Background: an optimization exercise with open tools, aiming at small area, a short achievable clock period and few clock cycles per item. Do not read the settings as production practice. Only simulation tests tie the RTL to the original design; equivalence was not proved.

Setup of run 1:
Design fft1024, start of the top module:
module fft1024
(
    input clk,
    input rst_n,
    input start,
    output reg finish,
    input clear,
    input [31:0] dout0,
    output reg oce0,
    output reg ce0,
    output reg wre0,
    output reg [10:0] ad0,
    output reg [31:0] din0,
    input [31:0] dout1,
    output reg oce1,
    output reg ce1,
    output reg wre1,
    output reg [10:0] ad1,
    output reg [31:0] din1,
    input [15:0] dout_w,
    output reg oce_w,
    output reg ce_w,
    output reg [10:0] ad_w
);
clock: 16.0 ns
lec_check: 0
cap_margin: 20
core_margin: 2
core_utilization: 40
slew_margin: 60
standard.sh (not shown) runs the stock make flow with config.mk's settings and CLKGATE_MAP_FILE= SYNTH_SCRIPT=/design/flow/synth_recipe.tcl, a recipe that flattens the netlist after the stock synthesis.
==> flow/flow/run.sh <==
#!/bin/bash
set -o pipefail
export BUFFER_PORTS_ARGS="-buffer_cell sky130_fd_sc_hd__buf_2"
cp standard.sh standard_copy.txt 2>/dev/null
bash standard.sh > standard.log 2>&1
Testbench counts of run 1, summed over its fixed seeds: cycles 122,976, ffts 12.
For run 2, these inputs were changed with respect to run 1:
Settings: SLEW_MARGIN now 20, was 60; ABC_AREA now 1, previously not set; CTS_CLUSTER_SIZE now 25, previously not set.
==> comparison <==
Diff run 1 -> run 2: worst setup slack higher; final period utilization lower; count of multi-input combinational gates higher; critical path depth lower; maximum clock rate higher.
met2 track utilization from global routing sits higher in run 2 than in run 1.
Sum of met3 wire segment lengths after detailed routing: run 2 vs run 1 up 15%
Delta (run 2 minus run 1): width of the chip moved up; die footprint moved up; synthesized cell count moved up.
Input changes introduced in run 3 (baseline for comparison: run 2):
Settings: putting CTS_CLUSTER_DIAMETER at 40 where nothing was set; swapping 25 for 50 in CTS_CLUSTER_SIZE.
### Flow results
Relative to run 2, run 3 improves worst setup slack.
On met1 track demand over resource, run 3 tracks run 2 almost exactly.
Between run 3 and run 2, the number of buffers outside the clock class in the layout figures differ only marginally.
Compared to run 2, run 3 leaves less free space in the core.
Run 3 vs. run 2: routed wire length went up about 0.4%; design area went up 2.3%.
Edits applied to the flow inputs when going from run 3 to run 4:
Settings: CTS_CLUSTER_SIZE no longer set, was 50; CTS_CLUSTER_DIAMETER no longer set, was 40.
[summary]
- Run 3 finished end to end and its layout was clean on timing, DRC and antenna.
- Run 4 was carried through to the last stage, and its layout satisfied the timing, design-rule and antenna checks.
- [compare] base=run 3 new=run 4: number of clock buffer instances in the layout down 14; routed via count down about 0.9%; flip-flop and latch count flat.
The following lists how run 5 was set up differently from run 4:
Settings: ABC_AREA: 1 -> unset.
--- outcome ---
Of the two values seen for critical-path cell with the highest stage delay, edfxtp_1 was produced by run 5 and dfrtp_1 by run 4. The lower maximum number of pins on one net before global-route repair of run 4 and run 5 is in run 4. The highest metal layer used by the detailed router comes out met4 in one run and met5 in the other, namely in run 4 and run 5 respectively. Cmp run 5 vs run 4: area growth from synthesis to final layout higher in run 5. Run 5 leaves less setup margin than run 4.
--- input diff run 5..run 6 ---
Settings: CTS_CLUSTER_SIZE now 30, previously not set; CTS_CLUSTER_DIAMETER now 60, previously not set; ABC_AREA now 1, previously not set.
Notes after the runs:
- Number of violations reported at the end of detailed-routing iteration 0, run 5 and run 6, higher one = run 6.
- Run 6 vs run 5, capturing instance or port of the critical path: finish vs mul_b.ci$_DFF_P_
- Run 5 reports its start-to-end type of the worst setup path as register to register while run 6 reports register to output port.
- Going from run 5 to run 6, minimum period implied by the final worst setup slack shows a reduction of 0.19 ns, total routed wirelength climbed 12%, die height picked up an extra about 2.2%.
- Run 6 ended up with more standard cells than run 5.


main:
Another version of the RTL of fft1024 (not shown whole).
Size in the first run: roughly 3700 cells after synthesis, roughly 190 I/O pins, ~33000 sq um of cells after synthesis.
Settings: LEC_CHECK=0, ABC_AREA=1, CAP_MARGIN=20, CORE_MARGIN=2, CORE_UTILIZATION=40, SLEW_MARGIN=20; clock period 16.0 ns.
Scripts as last shown in full above: flow/flow/run.sh
main | status: complete | timing, DRC, antenna: pass
Testbench counts of main, summed over its fixed seeds: cycles 123,000, ffts 12.
Here is what was changed in the inputs of the feature branch compared with main.
# main
export LEC_CHECK = 0
export ABC_AREA = 1
export CAP_MARGIN = 20
export CORE_MARGIN = 2
export CORE_UTILIZATION = 40
export SLEW_MARGIN = 20
create_clock -name core_clock -period 16.0 [get_ports {clk}]
# the feature branch
export LEC_CHECK = 0
export ABC_AREA = 1
export CAP_MARGIN = 20
export CORE_MARGIN = 2
export CORE_UTILIZATION = 60
export PLACE_DENSITY = 0.7
export SLEW_MARGIN = 20
create_clock -name core_clock -period 16.0 [get_ports {clk}]
### Flow results
- Between the feature branch and main, the worst hold slack figures differ only marginally.
- Compared with main, in the feature branch met2 usage in global routing went up by 15 points, global routing usage on met3 +0.86 points, data required time at the worst endpoint held steady, wire length of the first global-routing pass decreased about 4.3%.
- The feature branch vs main — average wire per standard cell climbed by a few percent


wip/raven:
fft1024, a different RTL version from the one above (not shown whole).
Size: ~370 flip-flops, ~190 I/O pins.
## fft1024
module fft1024
(
    input clk,
    input rst_n,
    input start,
    output reg finish,
    input clear,
    input [31:0] dout0,
    output reg oce0,
    output reg ce0,
    output reg wre0,
    output reg [10:0] ad0,
    output reg [31:0] din0,
    input [31:0] dout1,
    output reg oce1,
    output reg ce1,
    output reg wre1,
    output reg [10:0] ad1,
    output reg [31:0] din1,
    input [15:0] dout_w,
    output reg oce_w,
    output reg ce_w,
    output reg [10:0] ad_w
);
reg run;             
reg ph;              
reg [3:0] s;         
reg [8:0] u;         
reg gap;             
wire        e0_v = run && (s <= 4'd9) && !gap;
wire        e0_x = (s == 4'd9) && !gap;
wire        e0_b = u[0];
wire [7:0]  e0_bi = u[8:1];
reg  [8:0]  e0_mask;    
always @(*) begin
    case (s)
        4'd0: e0_mask = 9'h000;
        4'd1: e0_mask = 9'h001;
        4'd2: e0_mask = 9'h003;
        4'd3: e0_mask = 9'h007;
        4'd4: e0_mask = 9'h00f;
        4'd5: e0_mask = 9'h01f;
        4'd6: e0_mask = 9'h03f;
        4'd7: e0_mask = 9'h07f;
        default: e0_mask = 9'h0ff;
    endcase
end
wire [8:0] e0_bw  = {1'b0, e0_bi};
wire [8:0] e0_ins = ((e0_bw << 1) & ~{e0_mask[7:0], 1'b1}) | (e0_bw & e0_mask);
wire [8:0] e0_a0  = e0_x ? u : e0_ins;
wire [8:0] e0_a1  = e0_x ? u : (e0_ins | (e0_mask + 9'd1));
reg  [8:0] e0_i;
always @(*) begin
    case (s)
        4'd0: e0_i = 9'd0;
        4'd1: e0_i = {e0_bi[0], 8'd0};
        4'd2: e0_i = {e0_bi[1:0], 7'd0};
        4'd3: e0_i = {e0_bi[2:0], 6'd0};
        4'd4: e0_i = {e0_bi[3:0], 5'd0};
        4'd5: e0_i = {e0_bi[4:0], 4'd0};
        4'd6: e0_i = {e0_bi[5:0], 3'd0};
        4'd7: e0_i = {e0_bi[6:0], 2'd0};
        4'd8: e0_i = {e0_bi[7:0], 1'd0};
        default: e0_i = u;
    endcase
end
wire e0_sr = e0_i > 9'd256;
wire [10:0] e0_adre = e0_sr ? {e0_i - 9'd256, 2'b00} : {9'd256 - e0_i, 2'b00};
wire [10:0] e0_adim = e0_sr ? {9'd0 - e0_i, 2'b00} : {e0_i, 2'b00};
reg       e1_v, e2_v, e3_v;
reg       e1_x, e2_x, e3_x;      
reg       e1_b, e2_b, e3_b;      
reg [8:0] e1_a0, e2_a0;
reg [8:0] e3_a1;
reg       e1_f, e2_f;    
reg       e1_sr, e2_sr;
wire s_inc = !gap && (s <= 4'd9) && (u == 9'd511);
wire [3:0] e2_s = s - {3'd0, e2_f};
reg  [8:0] e2_h;
  ...
==> flow/config.mk <==
export PLATFORM = sky130hd
export DESIGN_NAME = fft1024
export DESIGN_NICKNAME = fft1024
export VERILOG_FILES = /design/flow/design.v
export SDC_FILE = /design/flow/constraint.sdc
export NUM_CORES = 4
export LEC_CHECK = 0
export ABC_AREA = 1
export CAP_MARGIN = 20
export CORE_MARGIN = 2
export CORE_UTILIZATION = 60
export PLACE_DENSITY = 0.7
export SLEW_MARGIN = 70
==> flow/constraint.sdc <==
create_clock -name core_clock -period 16.0 [get_ports {clk}]
set_input_delay 3.2000 -clock core_clock [delete_from_list [all_inputs] [get_ports {clk}]]
set_output_delay 3.2000 -clock core_clock [all_outputs]
set_load 0.01 [all_outputs]
Scripts as last shown in full above: flow/flow/run.sh
Testbench counts of wip/raven, summed over its fixed seeds: cycles 123,000, ffts 12.
Edits applied to the flow inputs when going from wip/raven to wip/maple:
- changing SLEW_MARGIN from 70 to 60
==> comparison <==
- Against wip/raven, wip/maple comes in 0.36 points lower on overall fraction of global-route tracks in use.
- The flow did not stop early for wip/maple: all stages ran, and the layout cleared the timing, design-rule and antenna checks.
- wip/maple vs wip/raven, final cell count went down by about 0.8%.
Input changes introduced in wip/ember (baseline for comparison: wip/maple):
- SLEW_MARGIN now 40, was 60
--- outcome ---
Between wip/ember and wip/maple, the difference in final wirelength is negligible. Summary of the comparison: maximum fanout along the worst path is higher in wip/ember, relative to wip/maple. Compare wip/ember and wip/maple | number of DRC violations after detailed-routing iteration 0 lower: wip/ember. Fraction of standard cell area in multi-input logic in wip/ember is 0.53 points higher than in wip/maple. Diff wip/maple -> wip/ember: share of cell area taken by flip-flops and latches +0.20 points, share of synthesized cell area in full adder, half adder and majority cells roughly the same, final clock period utilization by the worst path went up by 0.57 points.
> inputs changed (wip/ember -> wip/xenon)
- swapping 60 for 70 in CORE_UTILIZATION
- swapping 40 for 60 in SLEW_MARGIN
- swapping 0.7 for 0.8 in PLACE_DENSITY
Findings:
Number of non-filler instances in the completed layout shrinks slightly when moving from wip/ember to wip/xenon.
wip/xenon against wip/ember: routed wire length went up, row count went down, signed area change from the synthesized netlist to the final layout went up.
wip/xenon ended with less maximum fanout encountered on the critical timing path than wip/ember.
Compared with wip/ember, in wip/xenon fraction of area in registers -0.17 points.
Final non-filler cell area, wip/xenon vs wip/ember: up slightly
[wip/xenon] global-route usage rose 5.8 points relative to wip/ember
Inputs modified between wip/xenon and wip/garnet:
- a change of SLEW_MARGIN from 60 to 20
- a change of PLACE_DENSITY from 0.8 to 0.7
- a change of CORE_UTILIZATION from 70 to 60
Diff wip/xenon -> wip/garnet: area growth from synthesis to layout now sits lower; met2 global-route usage now sits lower; area taken by flip-flops and latches now sits at about the same level.
wip/xenon vs wip/garnet, cell at the slowest stage of the critical path: sky130_fd_sc_hd__edfxtp_1 vs sky130_fd_sc_hd__dfxtp_2
### wip/garnet -> wip/yarrow
- SLEW_MARGIN: 20 -> 50
==> notes.md <==
In summary, wip/yarrow completed successfully, with a layout that passed the timing, design-rule and antenna checks.
Looking at clock buffer and inverter area fraction after layout, wip/yarrow sits 0.43 points above wip/garnet.
Post-route worst setup slack came out higher on wip/yarrow than on wip/garnet.
wip/yarrow against wip/garnet: number of non-clock inverters in the layout barely changed; maximum frequency climbed 0.0084 GHz.

[port drivers added, routing unchanged]
In the flow no input, the clock included, has a driving cell. The finished layouts below were timed again as built, in two steps.
Step 1 assumes that a clkbuf_16 drives the clock port and a buf_2 every other input.
Step 2 times the ports against the registers' clock, not the clock port: input delays grow and output delays shrink by t, the midpoint of the rising clock arrivals with the driver on.
a / b / c = ideal / step 1 / step 2; a / b = the first two.
run	t, ns	setup WS [ns]	worst register clock-pin slew, ns	worst data-port slew with drivers (ns)	cell pins on the clock port's net
run 1	0.651	11.475 / 11.475 / 11.475	0.06 / 0.06	0.07	1
run 2	0.686	11.647 / 11.578 / 11.718	0.07 / 0.07	0.04	1
run 3	0.687	11.668 / 11.598 / 11.692	0.06 / 0.06	0.04	1
run 4	0.686	11.647 / 11.578 / 11.718	0.07 / 0.07	0.04	1
run 5	0.659	11.441 / 11.441 / 11.441	0.06 / 0.06	0.06	1
run 6	0.674	11.634 / 11.567 / 11.703	0.09 / 0.09	0.04	1
main	0.660	11.527 / 11.527 / 11.527	0.08 / 0.08	0.07	1
the feature branch	0.644	11.588 / 11.561 / 11.588	0.07 / 0.07	0.04	1
wip/raven	0.638	11.642 / 11.641 / 11.642	0.07 / 0.07	0.04	1
wip/maple	0.641	11.700 / 11.646 / 11.700	0.08 / 0.08	0.04	1
wip/ember	0.627	11.610 / 11.610 / 11.606	0.07 / 0.07	0.04	1
wip/xenon	0.621	11.698 / 11.650 / 11.698	0.07 / 0.07	0.13	1
wip/garnet	0.625	11.541 / 11.541 / 11.541	0.06 / 0.06	0.04	1
wip/yarrow	0.631	11.703 / 11.641 / 11.706	0.08 / 0.08	0.04	1
After both steps every run listed still meets setup and hold. The setup slack of wip/ember, which loses most, moves by 0.000 ns with the drivers and by -0.004 ns with both steps.
